This is an optimization exercise on Yosys and OpenROAD, whose aim is small area, not a production implementation. In this exercise RTL edits were held to simulation tests only and were not proved equivalent to the original. Power is estimated from default activity; no workload was simulated.

## design/flow/config.mk

```make
export PLATFORM = sky130hd
export DESIGN_NAME = TOP_BRIDGE
export DESIGN_NICKNAME = TOP_BRIDGE
export VERILOG_FILES = /design/flow/design.v
export SDC_FILE = /design/flow/constraint.sdc
export NUM_CORES = 4
export LEC_CHECK = 0
export CAP_MARGIN = 20
export CORE_MARGIN = 2
export CORE_UTILIZATION = 40
export SLEW_MARGIN = 20
```

## design/flow/constraint.sdc

```tcl
create_clock -name core_clock -period 6.0 [get_ports {Hclk}]
set_input_delay 1.2000 -clock core_clock [delete_from_list [all_inputs] [get_ports {Hclk}]]
set_output_delay 1.2000 -clock core_clock [all_outputs]
set_load 0.01 [all_outputs]
```

## design/flow/design.v

```verilog
`timescale 1ns / 1ps
module SYNC_FIFO #(parameter WIDTH = 32, parameter AW = 4) (
  input                  rst,
  input                  clk,
  input  [WIDTH-1:0]     din,
  input                  wr_en,
  input                  rd_en,
  output [WIDTH-1:0]     dout,
  output                 full,
  output                 empty
);
  reg [WIDTH-1:0] mem [0:(1<<AW)-1];
  reg [AW-1:0]    wptr, rptr;
  reg [AW:0]      cnt;
  wire do_wr = wr_en && !full;
  wire do_rd = rd_en && !empty;
  assign full  = (cnt == (1 << AW));
  assign empty = (cnt == 0);
  assign dout  = mem[rptr];
  always @(posedge clk) begin
    if (do_wr)
      mem[wptr] <= din;
  end
  always @(posedge clk) begin
    if (rst) begin
      wptr <= 'b0;
      rptr <= 'b0;
      cnt  <= 'b0;
    end else begin
      if (do_wr) wptr <= wptr + 1'b1;
      if (do_rd) rptr <= rptr + 1'b1;
      cnt <= cnt + do_wr - do_rd;
    end
  end
endmodule
module FIFO_DATA (
  input         rst,
  input         wr_clk,
  input         rd_clk,
  input  [31:0] din,
  input         wr_en,
  input         rd_en,
  output [31:0] dout,
  output        full,
  output        empty
);
  SYNC_FIFO #(.WIDTH(32)) u_fifo (
    .rst(rst), .clk(wr_clk), .din(din), .wr_en(wr_en), .rd_en(rd_en),
    .dout(dout), .full(full), .empty(empty)
  );
endmodule
module FIFO_ADDR (
  input         rst,
  input         wr_clk,
  input         rd_clk,
  input  [32:0] din,
  input         wr_en,
  input         rd_en,
  output [32:0] dout,
  output        full,
  output        empty
);
  SYNC_FIFO #(.WIDTH(33)) u_fifo (
    .rst(rst), .clk(wr_clk), .din(din), .wr_en(wr_en), .rd_en(rd_en),
    .dout(dout), .full(full), .empty(empty)
  );
endmodule
`timescale 1ns / 1ps
module AHB_SLAVE(
                     input             Hclk,
                     input             Hresetn,
                     input [1:0]       Htrans,
                     input [31:0]       Haddr,
                     input [31:0]       Hwdata,
                     input [1:0]       Hburst,
                     input             Hwrite, Hsel, Hready,
                     output reg [31:0]  Haddr_temp,
                     output reg [31:0]  Hwdata_temp,
                     output reg        valid,
                     output reg        Hwrite_temp
                 );
parameter [1:0] IDLE     = 2'b00;
parameter [1:0] BUSY     = 2'b01;
parameter [1:0] ADDRESS  = 2'b10;
parameter [1:0] TRANSFER = 2'b11;
reg [1:0] present_state;
reg [1:0] next_state;
reg [31:0] addr;
reg [31:0] data;
reg [2:0] count;       
wire      count_step = (present_state == TRANSFER) && Hsel && (Htrans != 2'b00) &&
                       (Htrans != 2'b01) && Hready && (Hburst == 2'b10);
always @(posedge Hclk) begin
    if (Hresetn == 1'b0) begin
        addr <= 'b0;
        data <= 'b0;
    end else begin
        addr <= Haddr;
        data <= Hwdata;
    end
end
always @(posedge Hclk) begin
    if (Hresetn == 1'b0) begin
        present_state <= IDLE;
    end else begin
        present_state <= next_state;
    end
end
always @(posedge Hclk) begin
    if (Hresetn == 1'b0) begin
        count <= 3'd0;
    end else if (count_step) begin
        if (count <= 3'd3)
            count <= count + 3'd1;
        else
            count <= 3'd0;
    end
end
always @* begin
    case(present_state)
        IDLE: begin
            if (Hsel && Htrans == 2'b01) begin
                next_state = BUSY;
            end else if (Hsel && (Htrans == 2'b10 || Htrans == 2'b11) && Hready) begin
                next_state = ADDRESS;
            end else begin
                next_state = IDLE;
            end
        end
        BUSY: begin
            if (Hsel && Htrans == 2'b10 && Hready) begin
                next_state = ADDRESS;
            end else if ((Hsel && (Htrans == 2'b01)) || (!Hready)) begin
                next_state = BUSY;
            end else begin
                next_state = IDLE;
            end
        end
        ADDRESS: begin
            if (Hsel && (Htrans == 2'b10 || Htrans == 2'b11) && Hready) begin
                next_state = TRANSFER;
            end else if ((Hsel && (Htrans == 2'b01)) || (!Hready)) begin
                next_state = BUSY;
            end else begin
                next_state = IDLE;   
            end
        end
        TRANSFER: begin
            if (!Hsel || Htrans == 2'b00) begin
                next_state = IDLE;
            end else if ((Htrans == 2'b01) || (!Hready)) begin
                next_state = BUSY;
            end else begin
                case (Hburst)
                    2'b00: next_state = ADDRESS;
                    2'b01: next_state = TRANSFER;
                    2'b10:
                    begin
                        if(count<=3'd3)
                        begin
                            next_state = TRANSFER;
                        end
                        else begin
                            next_state = ADDRESS;
                        end
                    end 
                    2'b11: 
                    if (Haddr_temp < (Haddr + 8)) begin
                        next_state = TRANSFER;
                    end else begin
                       next_state = ADDRESS;
                    end
                    default: next_state = IDLE;  
                endcase
            end
        end
        default: begin
            next_state = IDLE;  
        end
    endcase
end
always @(posedge Hclk) begin
    case(present_state)
        IDLE: begin
            valid <= 1'b0;
            Haddr_temp  <= 'b0;
            Hwdata_temp <= 'b0;
            Hwrite_temp <= 1'b0; 
        end
        BUSY: begin
            valid <= valid;
            Haddr_temp  <= Haddr_temp;
            Hwdata_temp <= Hwdata_temp;
            Hwrite_temp <= Hwrite_temp; 
        end
        ADDRESS: begin
            valid <= valid;
            Haddr_temp  <= addr;
            if(Hburst == 2'b00)
            begin
                Hwdata_temp <= data;
                Hwrite_temp <= Hwrite;
            end
            else
            begin
                Hwdata_temp <= Hwdata_temp;
                Hwrite_temp <= Hwrite_temp; 
           end
        end
        TRANSFER: begin
            case (Hburst)
                2'b00: begin
                    valid <= 1'b1;
                    Haddr_temp <= Haddr_temp;
                    Hwdata_temp <= data;
                    Hwrite_temp <= Hwrite; 
                end
                2'b01: begin
                    valid <= 1'b1;
                    Haddr_temp <= Haddr_temp + 1'b1;  
                    Hwdata_temp <= data;  
                    Hwrite_temp <= Hwrite;
                end
                2'b10: begin
                    valid <= 1'b1;
                    Haddr_temp <= Haddr_temp + 1'b1;  
                    Hwdata_temp <= data;  
                    Hwrite_temp <= Hwrite;
                end
                2'b11: begin
                    if (Haddr_temp < (Haddr + 4'd8)) begin
                        valid <= 1'b1;
                        Hwdata_temp <= data;
                        Haddr_temp <= Haddr_temp + 1'b1;  
                        Hwrite_temp <= Hwrite;
                    end else begin
                        valid <= 1'b1;
                        Hwdata_temp <= data;
                        Haddr_temp <= addr;                
                        Hwrite_temp <= Hwrite;
                    end
                end
                default: begin
                    valid <= 1'b0;
                    Haddr_temp  <= 'b0;
                    Hwdata_temp <= 'b0;
                    Hwrite_temp <= 1'b0; 
                end
            endcase
        end
    endcase
end
endmodule
`timescale 1ns / 1ps
module FIFO_CONTROL(
                     input Hclk, Pclk,
                     input Hresetn,
                     input[31:0]  Haddr_temp,
                     input[31:0]  Hwdata_temp,
                     input       valid,
                     input       Hwrite_temp,
                     input       Pready,
                     input       Pint,
                     output [31:0] data_temp,
                     output [32:0] addr_temp,
                     output transfer,
                     output full
    );
    wire resetn,empty_data, wr_en,rd_en,full_data,full_addr,empty_addr;
    wire [32:0] addr_in;
    FIFO_DATA F1(
  .rst(resetn),                   
  .wr_clk(Hclk),             
  .rd_clk(Pclk),             
  .din(Hwdata_temp),                   
  .wr_en(wr_en),               
  .rd_en(rd_en),               
  .dout(data_temp),                 
  .full(full_data),                 
  .empty(empty_data)               
);
FIFO_ADDR F2 (
  .rst(resetn),                   
  .wr_clk(Hclk),             
  .rd_clk(Pclk),             
  .din(addr_in),                   
  .wr_en(wr_en),               
  .rd_en(rd_en),               
  .dout(addr_temp),                 
  .full(full_addr),                 
  .empty(empty_addr)               
);
assign full     =  full_data || full_addr;
assign transfer = (!empty_data && !empty_addr);
assign wr_en    =  valid && Hwrite_temp;
assign rd_en    =  transfer && Pready && Pint;
assign addr_in  =  {Hwrite_temp, Haddr_temp};
assign resetn   = !Hresetn;
endmodule
`timescale 1ns / 1ps
module APB_MASTER(
input Presetn,
input Pclk,
input [32:0] addr_temp,
input [31:0] data_temp,
input [31:0] Prdata,
input transfer,
input Pready,
output reg    Psel,
output reg [31:0] Paddr,
output reg [31:0] Pdata,
output reg [31:0] rdata_temp,
output reg Pwrite,
output reg Penable,
output reg Pint
);
reg [2:0] present_state, next_state;
parameter idle  = 2'b01;
parameter setup  = 2'b10;
parameter enable = 2'b11;
always@(posedge Pclk)
begin
  if(!Presetn)
     present_state <= idle;
  else
     present_state <= next_state;
end
always@(*)
begin
next_state = present_state;
case(present_state)
idle:
   begin
     if(!transfer)
        next_state = idle;
     else
        next_state = setup;
   end
setup:
    begin      
     if(Psel)
     next_state = enable;
     else
     next_state = idle;
    end
enable:
    begin
     if(Psel)
       if(transfer)
         begin
           if(Pready)
             begin
             next_state = setup;
             end
           else 
             next_state = enable;
         end
     else
       next_state = idle;
   end    
default: next_state = idle;
endcase
end
always @(posedge Pclk)
begin
if(!Presetn)
begin
 Pint       <= 1'b0;
 Psel       <= 1'b0;
 Penable    <= 1'b0;
 Paddr      <= 'b0;
 Pdata      <= 'b0;
 rdata_temp <= 'b0;
 Pwrite     <= 1'b0;
end
else
case(present_state)
idle:
begin
 Pint <= 1'b0;
 Psel <= 1'b1;
 Penable <= 1'b0;
end 
setup: begin
 Pint <= 1'b0;
 Penable <= 1'b0;
 end
enable:
     begin
     if(Psel)
       Penable <= 1'b1;
       if(transfer)
         begin
           if(Pready)
             begin
             Pint <= 1'b1;
             Paddr <= addr_temp[31:0];
             Pwrite <= addr_temp[32];
              if(addr_temp[32])
               begin
                 Pdata <= data_temp;
                 rdata_temp <= 'b0;
               end
               else
               begin
                 Pdata <= Pdata;
                 rdata_temp <= Prdata;
               end  
             end 
             end
end
default: ;
endcase
end
endmodule
`timescale 1ns / 1ps
module TOP_BRIDGE(
   input Hclk, Hresetn,
                     input [1:0]       Htrans,
                     input [31:0]       Haddr,
                     input [31:0]       Hwdata,
                     input [1:0]       Hburst,
                     input             Hwrite,
                     input             Hsel,
                     input             Pready,
                     input [31:0]      Prdata,
                     output Psel,
                     output Hreadyout,
                     output [31:0] Paddr,
                     output [31:0] Pdata,
                     output [31:0] rdata_temp,
                     output Pwrite,
                     output Penable
    );
                    wire [31:0]  Haddr_temp;
                    wire [31:0]  Hwdata_temp;
                    wire         valid;
                    wire         Hwrite_temp;
                    wire [31:0]  data_temp;
                    wire [32:0]  addr_temp;
                    wire         transfer;
                    wire         full;
                    wire         Hready;
                    wire            Pint;
                    assign Hready = !full;
                    AHB_SLAVE AS (
                      .Hclk(Hclk),
                      .Hresetn(Hresetn),
                      .Htrans(Htrans),
                      .Haddr(Haddr),
                      .Hwdata(Hwdata),
                      .Hburst(Hburst),
                      .Hwrite(Hwrite), 
                      .Hsel(Hsel), 
                      .Hready(Hready),
                      .Haddr_temp(Haddr_temp),
                      .Hwdata_temp(Hwdata_temp),
                      .valid(valid),
                      .Hwrite_temp(Hwrite_temp)
                    );  
                    FIFO_CONTROL FC (
                      .Hclk(Hclk), 
                      .Pclk(Hclk),
                      .Hresetn(Hresetn),
                      .Haddr_temp(Haddr_temp),
                      .Hwdata_temp(Hwdata_temp),
                      .valid(valid),
                      .Hwrite_temp(Hwrite_temp),
                      .Pready(Pready),
                     .data_temp(data_temp),
                     .addr_temp(addr_temp),
                     .transfer(transfer),
                     .full(full),
                     .Pint(Pint)
                    );
                    APB_MASTER AM (
                    .Presetn(Hresetn),
                    .Pclk(Hclk),
                    .addr_temp(addr_temp),
                    .data_temp(data_temp),
                    .Prdata(Prdata),
                    .transfer(transfer),
                    .Pready(Pready),
                    .Psel(Psel),
                    .Paddr(Paddr),
                    .Pdata(Pdata),
                    .rdata_temp(rdata_temp),
                    .Pwrite(Pwrite),
                    .Penable(Penable),
                    .Pint(Pint)
                    );
                    assign Hreadyout = !full;
endmodule
```

## design/flow/run.sh

```bash
#!/bin/bash
# synth_recipe.tcl (not shown) runs the flow's synth.tcl, then flattens the netlist and writes it again
# the make line also repeats each setting of config.mk as NAME=value (left out here)
make -C /OpenROAD-flow-scripts/flow DESIGN_CONFIG=/design/flow/config.mk WORK_HOME=/design/flow/orfs CLKGATE_MAP_FILE= SYNTH_SCRIPT=/design/flow/synth_recipe.tcl finish
```

==> flow_metrics.env <==
export IMPL_status="complete, no violations"
export IMPL_stdcell_count=4760
export IMPL_grt_pass1_wl_um=181000
export IMPL_cts_sinks=1307
export IMPL_ys_ff_latch=1307
export IMPL_firstDrtPassIters=5
export IMPL_numCtsBuffers=137
export IMPL_reg2reg_setup_slack_ps=2250
export IMPL_cts_root_buf="clkbuf_16"
export IMPL_cts_setup_buffers=0
export IMPL_overflow=0
export IMPL_dp_cells=4503
export IMPL_setup_viol_count_final=0
export IMPL_drc_errors=0
export IMPL_final_max_slew_viol_count=0
export IMPL_ff_latch_area_mm2=0.0373
export IMPL_placementRows=131
export IMPL_die_h_um=362
export IMPL_num_io_pins=205
export IMPL_fillers=10500
export IMPL_final_layout_size_suffix_gt1_share_pct=20.5
export IMPL_grt_use_total_pct=18.9
export IMPL_maxSlewHeadroom_pct=23.6
export IMPL_multiInputGateArea_mm2=0.0135
export IMPL_tns_ps=0
export IMPL_hold_viol_final=0
export IMPL_synth_edff_count=1106
export IMPL_synth_fp_nets=2894
export IMPL_nets=3148
export IMPL_required_ps=6490
export IMPL_synthDistinctLibCells=54
export IMPL_clkTransAtPathRegs_ps=60
export IMPL_syn_avg_cell_area_um2=18.8
export IMPL_crit_fanout=11
export IMPL_ant_nets=0
export IMPL_synth_cells=2726
export IMPL_ys_seq_area_share_pct=72.7
export IMPL_arrival_ps=5460
export IMPL_place_gp_congestion=0.816
export IMPL_wl_met1_um=51600
export IMPL_post_cts_resize_count=0
export IMPL_synthArstFlopShare_pct=0
export IMPL_ys_warnings_count=4
export IMPL_antenna_found_initial=10
export IMPL_fp_coreArea_mm2=0.127
export IMPL_synth_ff_type="edfxtp_1"
export IMPL_initial_core_util_pct=40.2
export IMPL_vdd_drop_max_mv=0.308
export IMPL_wl_um=122000
export IMPL_power_density_mw_per_mm2=310
export IMPL_drtIter0Drc=2384
export IMPL_crit_path_start_kind="primary input"
export IMPL_drv_cap=0
export IMPL_dr_wl_met2_um=61000
export IMPL_numPortBuffers=204
export IMPL_endpoint_kind="flip-flop"
export IMPL_avgRoutedWirePerCell_um=25.7
export IMPL_fmax_ghz=0.201
export IMPL_dp_hpwl_um=68200
export IMPL_grt_start_max_net_pins=97
export IMPL_viasPerCell=5.54
export IMPL_clock_path_buffers=3
export IMPL_h_tree_depth=4
export IMPL_grt_pass1_vias=27500
export IMPL_cts_tree="built"
export IMPL_period_share_pct=82.8
export IMPL_p_leak_uw=0.0190
export IMPL_top_layer="met4"
export IMPL_rsz0062_at_grt="no"
export IMPL_skew_ps=42.4
export IMPL_tightest_slew_ps=1150
export IMPL_syn_cell_area_mm2=0.0512
export IMPL_wl_met3_um=7160
export IMPL_min_period_ps=4970
export IMPL_routed_via_count=26400
export IMPL_finalPower_uw=18600
export IMPL_die_area_mm2=0.131
export IMPL_die_width_um=362
export IMPL_postCtsHoldBufs=0
export IMPL_hp_class="reg2reg"
export IMPL_clkLatencyLatePin_ps=770
export IMPL_syn2layout_area_growth_pct=16.9
export IMPL_hold_ws_ps=459
export IMPL_worstSetupPathType="in2reg"
metal layers:
layer  vias up  GRT usage [%]
met3       177           3.47
li1      11400              -
met5         -              0
met4         0           5.51
met1     14000           25.2
met2       843           31.5
cells in the final DEF, fill, tap and decap left out, drive strengths merged, types with 4 or more instances in the layout:
cell type,instances
edfxtp,1106
mux4,325
nand2,215
clkdlybuf4s50,203
dfxtp,201
clkbuf,190
and2,90
nor2b,75
ha,61
buf,57
a21oi,54
nor2,54
clkinv,48
inv,46
xnor2,42
mux2i,38
a21boi,37
nand4,34
xor2,33
o311ai,28
nand3,27
o211ai,23
and3,13
nor3,13
nor4,11
o21ai,9
and4,9
nand2b,6
a311o,6
bufinv,6
a31oi,4
cell families after synthesis:
| family | share of synthesized area, % |
|---|---|
| compound gates | 2.44 |
| xor+xnor | 1.28 |
| fa+ha+maj | 1.57 |
| buf+inv | 1.47 |
| flops | 72.7 |
| mux | 15.0 |
| simple gates | 5.53 |
layout make-up:
class / instances / share of cell area [%]
multi-input combinational: 1238 / 22.5
antenna: 2 / 0.00836
timing repair buffer: 260 / 4.16
clock inverter: 65 / 0.978
inverter: 36 / 0.226
sequential: 1307 / 62.2
tap: 1662 / 3.47
clock buffer: 190 / 6.43
where the power goes:
group | switching, uW | leakage, uW | internal, uW | total [uW]
sequential | 131 | 0.0120 | 9900 | 10000
clock | 3510 | 0.00218 | 4780 | 8290
combinational | 134 | 0.00482 | 128 | 263
total | 3770 | 0.0190 | 14800 | 18600
path summary, 6_finish.rpt:
kind | cells after the start | from | to
setup reg to reg | 7 | AS.Haddr_temp[25] | AS.Haddr_temp[6]
hold / removal | 2 | AM.rdata_temp[22] | AM.rdata_temp[22]
hold reg to reg | 2 | AM.rdata_temp[22] | AM.rdata_temp[22]
setup / recovery | 13 | Haddr[5] | AS.Haddr_temp[6]
cells in the mapped netlist, types with 3 or more instances:
cell type	count	share of area (%)
a21o_1	3	0.044
o31ai_1	3	0.044
and4_1	9	0.15
mux4_2	325	14
nor4_1	11	0.13
buf_2	32	0.31
inv_1	36	0.26
nand3_1	27	0.26
o21ai_0	9	0.088
o311ai_0	26	0.44
nor2_1	54	0.40
nor3_1	13	0.13
o211ai_1	23	0.34
a21oi_1	54	0.53
edfxtp_1	1106	65
nand4_1	34	0.42
and3_1	13	0.16
xnor2_1	42	0.72
buf_1	10	0.073
ha_1	61	1.5
or3_1	3	0.037
and2_1	90	1.1
a311o_1	6	0.12
clkbuf_1	99	0.73
xor2_1	33	0.56
mux2i_1	38	0.74
nor2b_1	75	0.92
o21a_1	3	0.044
nand2b_1	6	0.073
dfxtp_1	201	7.9
nand2_1	213	1.6
a21boi_0	37	0.54
a31oi_1	4	0.049
worst max-delay path, stage by stage:
cell and delay [ps]:
clkdlybuf4s50_1 560, and4_1 280, and3_1 220, nor2b_1 390
nand2_1 200, nor2_1 150, xnor2_1 150, ha_1 290
nand4_1 170, a21oi_1 90, o311ai_0 620, nand3_1 610
a311o_1 530
flip-flops by register name (all words and copies together) (netlist names), 5 cells and up, named ones only:
| signal | cells |
|---|---|
| AS.Hwdata_temp | 32 |
| AS.Haddr_temp | 32 |
| AM.Pdata | 32 |
| FC.F2.u_fifo.cnt | 5 |
| FC.F2.u_fifo.mem | 528 |
| AS.data | 32 |
| AS.addr | 32 |
| AM.rdata_temp | 32 |
| AM.Paddr | 32 |
| FC.F1.u_fifo.cnt | 5 |
| FC.F1.u_fifo.mem | 512 |
metrics by stage:
| stage | cell area (um^2) | util, % | worst slack, ps |
|---|---|---|---|
| after floorplan | 51200 | - | 1720 |
| after global placement | 55400 | 43.5 | 404 |
| after detailed placement | 55400 | 43.5 | 294 |
| after CTS | 59900 | 47.0 | 1110 |
| after global routing | 59900 | 47.0 | 598 |
| final | 59900 | 47.0 | 1030 |

==> what the ideal ports hide <==
In the flow no input, the clock included, has a driving cell. The finished layout below was timed again as built, in two steps.
Step 1 (the two cells are an assumption about what drives the block):
set clk [get_ports {Hclk}]
set_driving_cell -lib_cell sky130_fd_sc_hd__clkbuf_16 $clk
set_driving_cell -lib_cell sky130_fd_sc_hd__buf_2 [delete_from_list [all_inputs] $clk]
Step 2 times the ports against the registers' clock, not the clock port: input delays grow and output delays shrink by t, the midpoint of the rising clock arrivals with the driver on.
a / b / c = ideal / step 1 / step 2; a / b = the first two.
t (ns): 0.818
setup WS [ns]: 1.034 / 1.082 / 0.265
worst register clock-pin slew, ns: 0.06 / 0.06
After both steps setup and hold are still met in this run. For this run, drivers alone change the setup slack by +0.048 ns; drivers and shift together by -0.769 ns.
